Background: an optimization exercise with open tools, aiming at small area, a short achievable clock period and few clock cycles. Do not read the settings as production practice. The RTL of this run was laid out without a check of its function. The flow treats the clock pin as an ideal source, which a real chip does not have. Power figures rest on the tool's default switching activity, not on a simulated workload.

$ cat design/flow/design.v
module MIPS(clk, reset, imem_addr, imem_data, dmem_addr, dmem_wdata, dmem_we, dmem_rdata);
	input clk, reset;
	output [31:0] imem_addr;
	input [31:0] imem_data;
	output [31:0] dmem_addr, dmem_wdata;
	output dmem_we;
	input [31:0] dmem_rdata;
	reg [29:0] pc;              
	reg [31:0] ir;              
	reg        v;               
	reg [31:0] m_res, m_wdata;  
	reg [4:0]  m_rd;            
	reg        m_we, m_ld;      
	reg [31:0] rf [1:31];       
	assign imem_addr  = {pc, 2'b00};
	assign dmem_addr  = m_res;
	assign dmem_wdata = m_wdata;
	assign dmem_we    = m_we;
	genvar g, h;
	wire [5:0]  op  = ir[31:26];
	wire [5:0]  fn  = ir[5:0];
	wire [4:0]  rs  = ir[25:21];
	wire [4:0]  rt  = ir[20:16];
	wire [4:0]  rd  = ir[15:11];
	wire [15:0] imm = ir[15:0];
	wire rtype  = (op == 6'b000000);
	wire i_add  = rtype & (fn == 6'b100000);
	wire i_sub  = rtype & (fn == 6'b100010);
	wire i_slt  = rtype & (fn == 6'b101010);
	wire i_jr   = rtype & (fn == 6'b001000);
	wire i_lw   = (op == 6'b100011);
	wire i_sw   = (op == 6'b101011);
	wire i_bne  = (op == 6'b000101);
	wire i_xori = (op == 6'b001110);
	wire i_j    = (op == 6'b000010);
	reg  [3:0]  a_hi, b_hi;
	reg  [7:0]  a_lo, b_lo;
	reg         a_fw, b_fw;
	wire [31:0] sel_a, sel_b;
	assign sel_a[0] = a_fw;
	assign sel_b[0] = b_fw;
	generate
		for (g = 1; g < 32; g = g + 1) begin : sels
			assign sel_a[g] = a_hi[g >> 3] & a_lo[g & 7] & ~a_fw;
			assign sel_b[g] = b_hi[g >> 3] & b_lo[g & 7] & ~b_fw;
		end
	endgenerate
	wire [31:0] wdec;
	dec5 dwr (.x(m_rd), .y(wdec));
	wire [31:0] src [0:31];
	assign src[0] = m_res;
	generate
		for (g = 1; g < 32; g = g + 1) begin : srcs
			assign src[g] = rf[g];
		end
	endgenerate
	wire [31:0] a, b;
	generate
		for (h = 0; h < 32; h = h + 1) begin : rbit
			wire [9:0] ta, tb;
			for (g = 0; g < 10; g = g + 1) begin : grp
				aoi222 ua (.a0(src[3*g][h]), .s0(sel_a[3*g]), .a1(src[3*g+1][h]), .s1(sel_a[3*g+1]),
				           .a2(src[3*g+2][h]), .s2(sel_a[3*g+2]), .y(ta[g]));
				aoi222 ub (.a0(src[3*g][h]), .s0(sel_b[3*g]), .a1(src[3*g+1][h]), .s1(sel_b[3*g+1]),
				           .a2(src[3*g+2][h]), .s2(sel_b[3*g+2]), .y(tb[g]));
			end
			rdtail ra (.t(ta), .a0(src[30][h]), .s0(sel_a[30]), .a1(src[31][h]), .s1(sel_a[31]), .y(a[h]));
			rdtail rb (.t(tb), .a0(src[30][h]), .s0(sel_b[30]), .a1(src[31][h]), .s1(sel_b[31]), .y(b[h]));
		end
	endgenerate
	wire [31:0] res, sum;
	alu32 alu (.a(i_bne ? {2'b00, pc} : a), .b(b), .imm(imm), .use_imm(i_lw | i_sw | i_bne),
	           .do_sub(i_sub | i_slt), .is_xori(i_xori), .is_slt(i_slt), .res(res), .sum(sum));
	wire ne;
	neq32 cmp (.a(a), .b(b), .ne(ne));
	wire [29:0] pc_seq = pc + 30'd1;
	wire [29:0] pc_br  = sum[29:0];
	wire s_j   = v & i_j;
	wire s_jr  = v & i_jr;
	wire bnev  = v & i_bne;
	wire s_br  = bnev & ne;
	wire s_seq = ~(s_j | s_jr | s_br);
	wire [29:0] pc_next = ({30{s_j}}   & {pc[29:26], ir[25:0]}) |
	                      ({30{s_jr}}  & a[31:2]) |
	                      ({30{s_br}}  & pc_br) |
	                      ({30{s_seq}} & pc_seq);
	wire       wr_reg = v & (i_add | i_sub | i_slt | i_xori | i_lw);
	wire [4:0] dst    = rtype ? rd : rt;
	wire [4:0] rd_n   = wr_reg ? dst : 5'd0;    
	wire        fwa_n   = (imem_data[25:21] == rd_n) & (rd_n != 5'd0);
	wire        fwb_n   = (imem_data[20:16] == rd_n) & (rd_n != 5'd0);
	always @(posedge clk) begin
		if (reset) begin
			pc   <= 30'd0;
			v    <= 1'b0;
			m_we <= 1'b0;
			m_rd <= 5'd0;
		end else begin
			pc   <= pc_next;
			v    <= 1'b1;
			m_we <= v & i_sw;
			m_rd <= rd_n;
		end
		a_hi    <= 4'b1 << imem_data[25:24];
		a_lo    <= 8'b1 << imem_data[23:21];
		b_hi    <= 4'b1 << imem_data[20:19];
		b_lo    <= 8'b1 << imem_data[18:16];
		a_fw    <= fwa_n;
		b_fw    <= fwb_n;
		ir      <= imem_data;
		m_res   <= res;
		m_wdata <= b;
		m_ld    <= i_lw;
	end
	wire [31:0] wdata = m_ld ? dmem_rdata : m_res;
	integer j;
	always @(posedge clk)
		for (j = 1; j < 32; j = j + 1)
			if (wdec[j]) rf[j] <= wdata;
endmodule
module dec5(x, y);
	input [4:0] x;
	output [31:0] y;
	assign y = 32'b1 << x;
endmodule
module aoi222(a0, s0, a1, s1, a2, s2, y);
	input a0, s0, a1, s1, a2, s2;
	output y;
	assign y = ~((a0 & s0) | (a1 & s1) | (a2 & s2));
endmodule
module rdtail(t, a0, s0, a1, s1, y);
	input [9:0] t;
	input a0, s0, a1, s1;
	output y;
	assign y = ~&t | (a0 & s0) | (a1 & s1);
endmodule
module alu32(a, b, imm, use_imm, do_sub, is_xori, is_slt, res, sum);
	input [31:0] a, b;
	input [15:0] imm;
	input use_imm, do_sub, is_xori, is_slt;
	output [31:0] res, sum;
	wire [31:0] addb = use_imm ? {{16{imm[15]}}, imm} : (do_sub ? ~b : b);
	add32 add (.a(a), .b(addb), .cin(do_sub), .s(sum));
	wire        lt   = (a[31] ^ b[31]) ? a[31] : sum[31];
	assign res = is_xori ? {a[31:16], a[15:0] ^ imm} :
	             is_slt  ? {31'b0, lt} : sum;
endmodule
module add32(a, b, cin, s);
	input [31:0] a, b;
	input cin;
	output [31:0] s;
	wire [31:0] p = a ^ b;
	wire [31:0] c;
	bkprefix #(.N(32)) pf (.g(a & b), .p(p), .cin(cin), .c(c));
	assign s = p ^ c;
endmodule
module bkprefix(g, p, cin, c);
	parameter N = 32;
	input [N-1:0] g, p;
	input cin;
	output [N-1:0] c;
	wire [N:0] gg [0:11];
	wire [N:0] pp [0:11];
	assign gg[0] = {g, cin};
	assign pp[0] = {p, 1'b0};
	genvar t, i;
	generate
		for (t = 1; t <= 11; t = t + 1) begin : lv
			localparam integer L = (t <= 6) ? t - 1 : 11 - t;
			for (i = 0; i <= N; i = i + 1) begin : b
				if ((t <= 6 && ((i + 1) % (2 << L)) == 0) ||
				    (t > 6 && ((i + 1) % (2 << L)) == (1 << L) && i >= (2 << L))) begin : op
					assign gg[t][i] = gg[t-1][i] | (pp[t-1][i] & gg[t-1][i-(1<<L)]);
					assign pp[t][i] = pp[t-1][i] & pp[t-1][i-(1<<L)];
				end else begin : pass
					assign gg[t][i] = gg[t-1][i];
					assign pp[t][i] = pp[t-1][i];
				end
			end
		end
	endgenerate
	assign c = gg[11][N-1:0];
endmodule
module neq32(a, b, ne);
	input [31:0] a, b;
	output ne;
	assign ne = |(a ^ b);
endmodule
$ cat design/flow/flow/run.sh
#!/bin/bash
set -euo pipefail
bash standard.sh BUFFER_PORTS_ARGS="-buffer_cell sky130_fd_sc_hd__buf_2" \
  POST_CTS_TCL="$PWD/flow/upsize_out.tcl" finish > standard_flow.log 2>&1
$ cat design/flow/flow/upsize_out.tcl
# POST_CTS hook: the flip-flops that drive output ports (through their port
# buffers) get the strongest drive of their cell type, and the output port
# buffers a stronger buffer, since the wires to the pins are long; then the
# placement is legalized again.
proc net_driver_inst {net} {
  foreach it [$net getITerms] {
    if {[$it isOutputSignal]} { return [$it getInst] }
  }
  return ""
}
set n 0
set block [ord::get_db_block]
foreach bt [$block getBTerms] {
  if {[$bt getIoType] ne "OUTPUT"} { continue }
  set buf [net_driver_inst [$bt getNet]]
  if {$buf eq ""} { continue }
  if {[[$buf getMaster] getName] eq "sky130_fd_sc_hd__buf_2"} {
    replace_cell [$buf getName] sky130_fd_sc_hd__buf_4
  }
  foreach it [$buf getITerms] {
    if {![$it isInputSignal]} { continue }
    set src [net_driver_inst [$it getNet]]
    if {$src eq ""} { continue }
    set ref [[$src getMaster] getName]
    if {[regexp {^sky130_fd_sc_hd__dfxtp_[12]$} $ref]} {
      replace_cell [$src getName] sky130_fd_sc_hd__dfxtp_4
      incr n
    }
  }
}
puts "upsize_out: $n output flip-flops upsized"
detailed_placement
check_placement -verbose
$ cat design/flow/standard.sh
#!/bin/bash
# synth_recipe.tcl (not shown) runs the flow's synth.tcl, then flattens the netlist and writes it again
# the make line also repeats each setting of config.mk as NAME=value (left out here)
make -C /OpenROAD-flow-scripts/flow DESIGN_CONFIG=/design/flow/config.mk WORK_HOME=/design/flow/orfs CLKGATE_MAP_FILE= SYNTH_SCRIPT=/design/flow/synth_recipe.tcl "${@:-finish}"
$ cat design/flow/config.mk
export PLATFORM = sky130hd
export DESIGN_NAME = MIPS
export DESIGN_NICKNAME = MIPS
export VERILOG_FILES = /design/flow/design.v
export SDC_FILE = /design/flow/constraint.sdc
export NUM_CORES = 4
export LEC_CHECK = 0
export CAP_MARGIN = 50
export CORE_MARGIN = 2
export CORE_UTILIZATION = 40
export CTS_CLUSTER_DIAMETER = 100
export CTS_CLUSTER_SIZE = 25
export SLEW_MARGIN = 50
export SYNTH_HIERARCHICAL = 1
$ cat design/flow/constraint.sdc
create_clock -name core_clock -period 24.0 [get_ports {clk}]
set_input_delay 4.8000 -clock core_clock [delete_from_list [all_inputs] [get_ports {clk}]]
set_output_delay 4.8000 -clock core_clock [all_outputs]
set_load 0.01 [all_outputs]
==> impl_metrics.toml <==
[outcome]
status = "finished clean"

[finish]
area_delta_synth_final_pct = 12.29
final_util = 0.4521
fin_cells = 4933
n_fill_cell = 10530
multi_input_area_um2 = 15010
seq_area_um2 = 33350
final_layout_size_suffix_gt1_frac = 0.1886
num-nets-final = 3374

[critical_path]
cp_slowest_cell = "or4_4"
crit_type = "flip-flop to flip-flop"
critPathBufInv = 2
rrSetupSlack_ns = 17.63
start_kind = "flip-flop"
critical-path-max-stage-delay_ns = 0.60
critPathRequiredTime_ns = 24.59
path_depth = 20
cp.arrival_ns = 6.96
rr_endpoint = "m_res[0]"
end_kind = "flip-flop"
cp_top_family = "compound AO/OA/AOI/OAI gates"
path_cells = "buf_4 -> nor2b_1 -> and2_1 -> buf_4 -> a222oi_1 -> nand4_1 -> or4_4 -> mux2_2 -> ha_1 -> nand3_1 -> nor4_1 -> a32oi_1 -> a211oi_1 -> o21ai_0 -> a31o_2 -> a21oi_1 -> xor2_1 -> nor2_1 -> o211ai_1 -> a22o_1"
rr_worst_depth = 20
worstPathMaxFanout = 41
cp_common_cell = "buf_4"
r2r-start = "a_fw"

[floorplan]
start_util = 0.4026
pin_count = 163
die_y_um = 351.0
design.core.area_um2 = 119700
die_area_um2 = 123200
die_w_um = 351.0
rows = 127

[global_route]
grt_max_degree = 49
antenna_found_initial = 4
grt_use_total = 0.3019
gr-total-overflow = 0
grt_pass1_wl_um = 260700
grt_pass1_vias = 34019

[sta]
setup_viol = 0
period_share = 0.2654
worst_pin_slew_ns = 0.7984
maxSlewHeadroom = 0.4677
tns_ns = 0
post-route-min-period_ns = 6.369
skew_ns = 0.05887
slew_violations = 0
fin_hold_ws_ns = 0.5625
finalWorstSetupSlack_ns = 17.63
rsz0062_at_grt = "false"
finalHoldViolCount = 0
clock.fmax_ghz = 0.1570

[detailed_routing]
drc = 0
via_count = 36134
post_drt_wl_per_cell_um = 39.11
dr.first_iter.drc_count = 10301
ant_nets = 0
routed_wl_um = 192900
dr.pass1.iters = 13
vias_per_cell = 7.325

[min_path]
holdPathEnd = "m_rd[4]"
worstHoldPathCells = 2
holdCritPathClass = "flip-flop to flip-flop"
hold_path.startpoint = "ir[20]"

[cts]
clock_sinks = 1152
path_clk_slew_ns = 0.10
cts_tree = "done"
insertion_delay_ns = 0.72

[synthesis]
ys_warn_count = 10
syn_area_um2 = 48170
synth_cells = 3004
avgSynthCellArea_um2 = 16.04

[placed_design]
io_buffers = 160
place.gp.congestion = 0.9006
dp.cells = 4829
dp_hpwl_um = 111500
pre_cts_ws_ns = 17.63

[power]
intPower_w = 0.003156
power_switching_w = 0.001330
powerDensity_nw_per_um2 = 82.94
irDropWorstVdd_v = 0.00007912
p_leak_nw = 17.57
p_clk_frac = 0.243
switching_share = 0.2965
sequentialPowerShare = 0.583
comb_power_share = 0.173

[job]
max_cap_violations = 0
-- cell usage in the layout (no fill, tap or decap), types with 64 or more instances in the layout --
| cell type | count |
|---|---|
| buf_4 | 195 |
| xnor2_1 | 65 |
| a222oi_1 | 670 |
| buf_2 | 65 |
| nand2_1 | 115 |
| nand4_1 | 147 |
| and2_1 | 67 |
| edfxtp_1 | 992 |
| dfxtp_4 | 95 |
| or4_4 | 64 |
| a22o_1 | 95 |
| xor2_1 | 75 |
-- power groups by stage --
stage	combinational, W	sequential (W)	clock (W)
6_report	0.000777	0.00262	0.00109
5_1_grt	0.000804	0.00262	0.00116
3_5_place_dp	0.000724	0.00263	0
3_3_place_gp	0.000718	0.00263	0
2_1_floorplan	0.000388	0.00256	0
-- sequential cells by signal, indices dropped and copies added (netlist names) --
| register | count |
|---|---|
| a_lo | 8 |
| m_wdata | 32 |
| a_hi | 4 |
| b_fw | 1 |
| m_res | 32 |
| b_lo | 8 |
| b_hi | 4 |
| ir | 32 |
| m_we | 1 |
| pc | 30 |
| m_ld | 1 |
| m_rd | 5 |
| rf | 992 |
| a_fw | 1 |
| v | 1 |
-- worst min-delay path: stages, from the launching register on --
cell and delay, ns:
dfxtp_1 0.39, nand2_1 0.09, a21oi_1 0.06
-- layer usage --
metal / track usage / share of wire / vias to the layer above / wire, µm
met4: 0.1598 / 0.060 / 4 / 11630
met3: 0.1040 / 0.16 / 490 / 31420
met5: 0.0003925 / 0.00014 / - / 27
li1: - / - / 14325 / -
met1: 0.3983 / 0.36 / 18095 / 68820
met2: 0.4380 / 0.42 / 3220 / 81020
-- how the worst max path moves through the flow --
stage	start	endpoint	slack (ns)
3_5_place_dp	imem_data[17]	b_fw	17.63
3_3_place_gp	imem_data[17]	b_fw	17.61
5_1_grt	a_fw	m_res[0]	17.45
2_1_floorplan	imem_data[16]	b_fw	18.25
6_report	a_fw	m_res[0]	17.63
-- per-stage QoR --
| stage | area [µm²] | power, W |
|---|---|---|
| final | 54090 | 0.004486 |
| after global routing | 54090 | 0.004581 |
| after detailed placement | 51790 | 0.003350 |
| after global placement | 51650 | 0.003346 |
| after floorplan | 48180 | 0.002949 |
-- cell type report --
class | instances | area share
Timing Repair Buffer | 280 | 0.03798
Sequential cell | 1152 | 0.6166
Tap cell | 1612 | 0.03729
Clock inverter | 7 | 0.002845
Clock buffer | 92 | 0.02723
Antenna cell | 2 | 0.00009253
Inverter | 6 | 0.0004164
Multi-Input combinational cell | 1782 | 0.2776

==> afterwards: timing with drivers on the ports <==
The results above use ideal ports. As a check the final layout listed here was re-extracted and re-timed, cells and wires unchanged. Step 1: set_driving_cell puts a clkbuf_16 on clk and a buf_2 on each other input, an assumption about the parent block. Step 2 also shifts input and output timing later by t, the mid clock arrival at the registers, as if the neighbouring blocks saw the same clock. Slacks: ideal ports / drivers / drivers and shift; pairs: ideal ports / drivers.
shift t [ns]: 0.769
slack for setup (ns): 17.631 / 17.631 / 17.513
worst slew at a driven data input, ns: 0.17
After both steps setup and hold are still met in this run. The setup slack of this run moves by 0.000 ns with the drivers and by -0.118 ns with both steps.
